This design comes from an exercise in tuning for small area and a short achievable clock period on the open sky130 flow, not from production work.
RTL that was checked went through simulation tests only; none was proved equivalent to the original.
Power figures rest on the tool's default switching activity, not on a simulated workload.

==> module fir_transpose_nom, before the edit <==
module fir_transpose_nom #(
    parameter DATA_WIDTH      = 5,
    parameter TAP_COEFF_WIDTH = 5,
    parameter NUM_TAPS        = 50
)(
    input                               clk,
    input                               rst,
    input  signed [DATA_WIDTH-1:0]      in,
    output signed [DATA_WIDTH-1:0]      out,
    input  [NUM_TAPS*TAP_COEFF_WIDTH-1:0] tap_coeffs
);
logic [NUM_TAPS-1:0][DATA_WIDTH-1:0] part_next;  
logic [NUM_TAPS-1:0][DATA_WIDTH-1:0] mult_out;
logic [NUM_TAPS-2:0][DATA_WIDTH-1:0] add_sat_out;
logic [DATA_WIDTH-1:0]               out_q;
always @ (posedge clk or posedge rst) begin
    if (rst) begin
        out_q     <= '0;
        part_next <= '0;
    end
    else begin
        out_q                 <= part_next[0];
        part_next[NUM_TAPS-1] <= mult_out[NUM_TAPS-1];
        for (integer i=0; i<NUM_TAPS-1; i+=1)
            part_next[i] <= add_sat_out[i];
    end
end
assign out = out_q;
genvar i;
for (i=0; i<NUM_TAPS; i=i+1) begin: mult
    mult #(
        .DATA_WIDTH(DATA_WIDTH),
        .TAP_COEFF_WIDTH(TAP_COEFF_WIDTH)
    ) mult (
        .in(in),
        .out(mult_out[i]),
        .tap_coeff(tap_coeffs[TAP_COEFF_WIDTH*i +: TAP_COEFF_WIDTH])
    );
end
for (i=0; i<NUM_TAPS-1; i=i+1) begin: add_sat
    wire [2*DATA_WIDTH-1:0] adder_in;
    assign adder_in[DATA_WIDTH +: DATA_WIDTH] = mult_out[i];
    assign adder_in[0 +: DATA_WIDTH]          = part_next[i+1];
    add_sat #(
        .DATA_WIDTH(DATA_WIDTH),
        .NUM_TAPS(2)
    ) add_sat (
        .in(adder_in),
        .out(add_sat_out[i])
    );
end
endmodule
==> flow/config.mk <==
export PLATFORM = sky130hd
export DESIGN_NAME = fir_transpose_nom
export DESIGN_NICKNAME = fir_transpose_nom
export VERILOG_FILES = /design/flow/design.v
export SDC_FILE = /design/flow/constraint.sdc
export NUM_CORES = 4
export LEC_CHECK = 0
export CAP_MARGIN = 20
export CORE_MARGIN = 2
export CORE_UTILIZATION = 40
export SLEW_MARGIN = 20
==> flow/constraint.sdc <==
create_clock -name core_clock -period 6.0 [get_ports {clk}]
set_input_delay 1.2000 -clock core_clock [delete_from_list [all_inputs] [get_ports {clk}]]
set_output_delay 1.2000 -clock core_clock [all_outputs]
set_load 0.01 [all_outputs]
run.sh (not shown) runs the stock make flow with config.mk's settings and CLKGATE_MAP_FILE= SYNTH_SCRIPT=/design/flow/synth_recipe.tcl, a recipe that flattens the netlist after the stock synthesis.
==> next run, changes <==
--- a/flow/design.v
+++ b/flow/design.v
@@ -45,21 +45,28 @@
     input  [NUM_TAPS*TAP_COEFF_WIDTH-1:0] tap_coeffs
 );
-logic [NUM_TAPS-1:0][DATA_WIDTH-1:0] part_next;  
+logic signed [DATA_WIDTH-1:0] in_flopped;
+logic [NUM_TAPS-1:0][DATA_WIDTH-1:0] part_flopped;  
 logic [NUM_TAPS-1:0][DATA_WIDTH-1:0] mult_out;
 logic [NUM_TAPS-2:0][DATA_WIDTH-1:0] add_sat_out;
-logic [DATA_WIDTH-1:0]               out_q;
+logic [NUM_TAPS-1:0][TAP_COEFF_WIDTH-1:0] tap_coeffs_flopped;
 always @ (posedge clk or posedge rst) begin
     if (rst) begin
-        out_q     <= '0;
-        part_next <= '0;
-    end
+        in_flopped  <= '0;
+        for (integer i=0; i<NUM_TAPS; i+=1) begin
+            tap_coeffs_flopped[i] <= '0;
+            part_flopped[i]       <= '0;
+        end  
+    end  
     else begin
-        out_q                 <= part_next[0];
-        part_next[NUM_TAPS-1] <= mult_out[NUM_TAPS-1];
-        for (integer i=0; i<NUM_TAPS-1; i+=1)
-            part_next[i] <= add_sat_out[i];
-    end
-end
-assign out = out_q;
+        in_flopped                     <= in;
+        tap_coeffs_flopped[NUM_TAPS-1] <= tap_coeffs[TAP_COEFF_WIDTH*(NUM_TAPS-1) +: TAP_COEFF_WIDTH];
+        part_flopped[NUM_TAPS-1]       <= mult_out[NUM_TAPS-1];
+        for (integer i=0; i<NUM_TAPS-1; i+=1) begin
+            tap_coeffs_flopped[i] <= tap_coeffs[TAP_COEFF_WIDTH*i +: TAP_COEFF_WIDTH];
+            part_flopped[i]       <= add_sat_out[i];
+        end  
+    end  
+end  
+assign out = part_flopped[0];
 genvar i;
 for (i=0; i<NUM_TAPS; i=i+1) begin: mult
@@ -68,13 +75,13 @@
         .TAP_COEFF_WIDTH(TAP_COEFF_WIDTH)
     ) mult (
-        .in(in),
+        .in(in_flopped),
         .out(mult_out[i]),
-        .tap_coeff(tap_coeffs[TAP_COEFF_WIDTH*i +: TAP_COEFF_WIDTH])
+        .tap_coeff(tap_coeffs_flopped[i])
     );
-end
+end  
 for (i=0; i<NUM_TAPS-1; i=i+1) begin: add_sat
     wire [2*DATA_WIDTH-1:0] adder_in;
     assign adder_in[DATA_WIDTH +: DATA_WIDTH] = mult_out[i];
-    assign adder_in[0 +: DATA_WIDTH]          = part_next[i+1];
+    assign adder_in[0 +: DATA_WIDTH]          = part_flopped[i+1];
     add_sat #(
         .DATA_WIDTH(DATA_WIDTH),
@@ -84,4 +91,4 @@
         .out(add_sat_out[i])
     );
-end
+end  
 endmodule
Effect: Total power goes up by 6.6%; routed wire length is higher by 5.8%; sequential power increases by 57%; setup slack gains 220 ps; clock power is higher by 93%; utilization went down by 2.0 points; maximum frequency goes up by 4.1%; cell area came out higher by 6.2%.
The RTL of the first run of this note was laid out without a check of its function.

========
fir_transpose_nom, a different RTL version from the one above (not shown whole).
Size: roughly 6300 cells after synthesis, ~750 flip-flops, ~0.051 mm2 of cells after synthesis.
==> flow/design.v (excerpt) <==
module fir_transpose_nom #(
    parameter DATA_WIDTH      = 5,
    parameter TAP_COEFF_WIDTH = 5,
    parameter NUM_TAPS        = 50
)(
    input                               clk,
    input                               rst,
    input  signed [DATA_WIDTH-1:0]      in,
    output signed [DATA_WIDTH-1:0]      out,
    input  [NUM_TAPS*TAP_COEFF_WIDTH-1:0] tap_coeffs
);
logic [NUM_TAPS-1:0][9:0] row_q;
logic [NUM_TAPS-1:0][9:0] row_d;
logic [NUM_TAPS-1:0][4:0] part_flopped;
logic [NUM_TAPS-1:0][4:0] sum_d;
logic                     live;
logic [7:0] m1;
logic [7:0] m2;
logic [7:0] m3;
logic [7:0] m4;
logic [7:0] m5;
logic [7:0] m6;
logic [7:0] m7;
logic [6:0] n1, n2;
always @(*) begin
    case (in)
    5'd0: begin m1 = 8'd0; m2 = 8'd0; m3 = 8'd0; m4 = 8'd0; m5 = 8'd0; m6 = 8'd0; m7 = 8'd0; n1 = 7'd0; n2 = 7'd0; end
    5'd1: begin m1 = 8'd1; m2 = 8'd2; m3 = 8'd3; m4 = 8'd4; m5 = 8'd5; m6 = 8'd6; m7 = 8'd7; n1 = 7'd127; n2 = 7'd126; end
    5'd2: begin m1 = 8'd2; m2 = 8'd4; m3 = 8'd6; m4 = 8'd8; m5 = 8'd10; m6 = 8'd12; m7 = 8'd14; n1 = 7'd126; n2 = 7'd124; end
    5'd3: begin m1 = 8'd3; m2 = 8'd6; m3 = 8'd9; m4 = 8'd12; m5 = 8'd15; m6 = 8'd18; m7 = 8'd21; n1 = 7'd125; n2 = 7'd122; end
    5'd4: begin m1 = 8'd4; m2 = 8'd8; m3 = 8'd12; m4 = 8'd16; m5 = 8'd20; m6 = 8'd24; m7 = 8'd28; n1 = 7'd124; n2 = 7'd120; end
    5'd5: begin m1 = 8'd5; m2 = 8'd10; m3 = 8'd15; m4 = 8'd20; m5 = 8'd25; m6 = 8'd30; m7 = 8'd35; n1 = 7'd123; n2 = 7'd118; end
    5'd6: begin m1 = 8'd6; m2 = 8'd12; m3 = 8'd18; m4 = 8'd24; m5 = 8'd30; m6 = 8'd36; m7 = 8'd42; n1 = 7'd122; n2 = 7'd116; end
    5'd7: begin m1 = 8'd7; m2 = 8'd14; m3 = 8'd21; m4 = 8'd28; m5 = 8'd35; m6 = 8'd42; m7 = 8'd49; n1 = 7'd121; n2 = 7'd114; end
  ...
export LEC_CHECK = 0
export CAP_MARGIN = 20
export CORE_MARGIN = 2
export CORE_UTILIZATION = 60
export SETUP_SLACK_MARGIN = 3.3
export SLEW_MARGIN = 20
create_clock -name core_clock -period 6.0 [get_ports {clk}]
standard.sh (not shown) runs the stock make flow with config.mk's settings and CLKGATE_MAP_FILE= SYNTH_SCRIPT=/design/flow/synth_recipe.tcl, a recipe that flattens the netlist after the stock synthesis.
==> flow/flow/run.sh <==
#!/bin/bash
# The standard layout (standard.sh), with these changes:
# - synthesis leaves adders to ABC instead of mapping them onto the library's
#   full- and half-adder cells, and ABC maps with flow/abc.script (registers are
#   mapped exactly as in the standard synthesis);
# - every input and output port still gets its own buffer, but a plain buf_1
#   instead of the delay buffer the default picks (timing repair upsizes the
#   ones that need it).
set -euo pipefail
W=$(pwd)
export FLOW_SYNTH_TCL=$W/synth_recipe.tcl
bash standard.sh SYNTH_SCRIPT=$W/flow/my_synth.tcl ADDER_MAP_FILE= \
  ABC_SCRIPT_OVERRIDE=$W/flow/abc.script \
  "BUFFER_PORTS_ARGS=-buffer_cell sky130_fd_sc_hd__buf_1" finish > standard_flow.log 2>&1
==> flow/flow/abc.script <==
&get -n
&st
&dch -f
&nf -R 1000
&put
topo
stime -c
buffer -c
upsize -c
dnsize -c
==> flow/flow/my_synth.tcl <==
# The standard flow's synthesis script (synth_recipe.tcl in the flow's work folder, sourced
# unchanged), with ABC's mapping script replaced by the file named in
# ABC_SCRIPT_OVERRIDE. Only the combinational mapping changes; registers are
# mapped exactly as in the standard synthesis.
proc abc {args} {
  if { [info exists ::env(ABC_SCRIPT_OVERRIDE)] && $::env(ABC_SCRIPT_OVERRIDE) ne "" } {
    set i [lsearch -exact $args -script]
    if { $i >= 0 } { lset args [expr { $i + 1 }] $::env(ABC_SCRIPT_OVERRIDE) }
  }
  yosys abc {*}$args
}
source $::env(FLOW_SYNTH_TCL)
Rerun with:
--- a/flow/design.v
+++ b/flow/design.v
@@ -66,17 +66,16 @@
     input  signed [DATA_WIDTH-1:0]      in,
     output signed [DATA_WIDTH-1:0]      out,
     input  [NUM_TAPS*TAP_COEFF_WIDTH-1:0] tap_coeffs
 );
 logic [NUM_TAPS-1:0][9:0] row_q;
 logic [NUM_TAPS-1:0][9:0] row_d;
 logic [NUM_TAPS-1:0][4:0] part_flopped;
 logic [NUM_TAPS-1:0][4:0] sum_d;
-logic                     live;
 logic [7:0] m1;
 logic [7:0] m2;
 logic [7:0] m3;
 logic [7:0] m4;
 logic [7:0] m5;
 logic [7:0] m6;
 logic [7:0] m7;
 logic [6:0] n1, n2;
@@ -113,30 +112,26 @@
     5'd28: begin m1 = 8'd252; m2 = 8'd248; m3 = 8'd244; m4 = 8'd240; m5 = 8'd236; m6 = 8'd232; m7 = 8'd228; n1 = 7'd4; n2 = 7'd8; end
     5'd29: begin m1 = 8'd253; m2 = 8'd250; m3 = 8'd247; m4 = 8'd244; m5 = 8'd241; m6 = 8'd238; m7 = 8'd235; n1 = 7'd3; n2 = 7'd6; end
     5'd30: begin m1 = 8'd254; m2 = 8'd252; m3 = 8'd250; m4 = 8'd248; m5 = 8'd246; m6 = 8'd244; m7 = 8'd242; n1 = 7'd2; n2 = 7'd4; end
     5'd31: begin m1 = 8'd255; m2 = 8'd254; m3 = 8'd253; m4 = 8'd252; m5 = 8'd251; m6 = 8'd250; m7 = 8'd249; n1 = 7'd1; n2 = 7'd2; end
     endcase
 end
 always @ (posedge clk or posedge rst) begin
     if (rst) begin
-        live         <= 1'b0;
+        row_q        <= '0;
         part_flopped <= '0;
     end
     else begin
-        live         <= 1'b1;
+        row_q        <= row_d;
         part_flopped <= sum_d;
     end
 end
-always @ (posedge clk)
-    row_q <= row_d;
 assign out = part_flopped[0];
 genvar i;
 for (i=0; i<NUM_TAPS; i=i+1) begin: tap
     wire [4:0] c = tap_coeffs[5*i +: 5];
     wire [4:0] s = (i == NUM_TAPS-1) ? 5'b0 : part_flopped[(i+1)%NUM_TAPS];
-    wire [4:0] sum;
     mult mult (.m1(m1), .m2(m2), .m3(m3), .m4(m4), .m5(m5), .m6(m6), .m7(m7),
                .n1(n1), .n2(n2), .c(c), .r0(row_d[i][3:0]), .r1(row_d[i][8:4]), .cy(row_d[i][9]));
-    add_sat add_sat (.r0(row_q[i][3:0]), .r1(row_q[i][8:4]), .cy(row_q[i][9]), .s(s), .out(sum));
-    assign sum_d[i] = live ? sum : 5'b0;
+    add_sat add_sat (.r0(row_q[i][3:0]), .r1(row_q[i][8:4]), .cy(row_q[i][9]), .s(s), .out(sum_d[i]));
 end
 endmodule
After rerunning: Via count hardly moves; cell count fell by 1.9%; non-clock buffer count rose by 11; hold slack improved by 0.088 ns; power rose by 17%; wire length rose by 5.1%; first-iteration DRC count rose by 8.3%; critical path depth does not change; count of clock-buffer cells in the layout fell by 10; worst setup slack improved by 0.043 ns.
For the second run of this note, only the layout was checked, not whether the RTL still works.

-- static timing again, ports no longer ideal --
The flow's constraints put no driver on any port. The routed layouts listed below were extracted and timed again, unchanged, in two steps.
Step 1, drivers: a clkbuf_16 drives clk and a buf_2 each remaining input, both assumed.
Step 2, shift: input delay + t, output delay - t, t = (earliest + latest rising clock arrival at the registers) / 2. This alone moves slack from input paths to output paths.
Three values: ideal, step 1, step 2; two values: the first two.
run	t, ns	setup slack, ns	worst setup path at the end	worst register clock-pin slew, ns	cell pins on the clock port's net
the first run of note 1	0.626	0.371 / 0.421 / -0.205	input to register	0.06 / 0.06	1
the second run of note 1	0.744	0.592 / 0.592 / 0.592	register to register	0.06 / 0.06	1
the first run of note 2	0.708	3.246 / 3.138 / 2.430	input to register	0.06 / 0.06	1
the second run of note 2	0.721	3.289 / 3.139 / 2.418	input to register	0.07 / 0.07	1
Met with ideal ports but missed after step 2: setup timing in the first run of note 1. The setup slack of the second run of note 2, which loses most, moves by -0.150 ns with the drivers and by -0.871 ns with both steps.
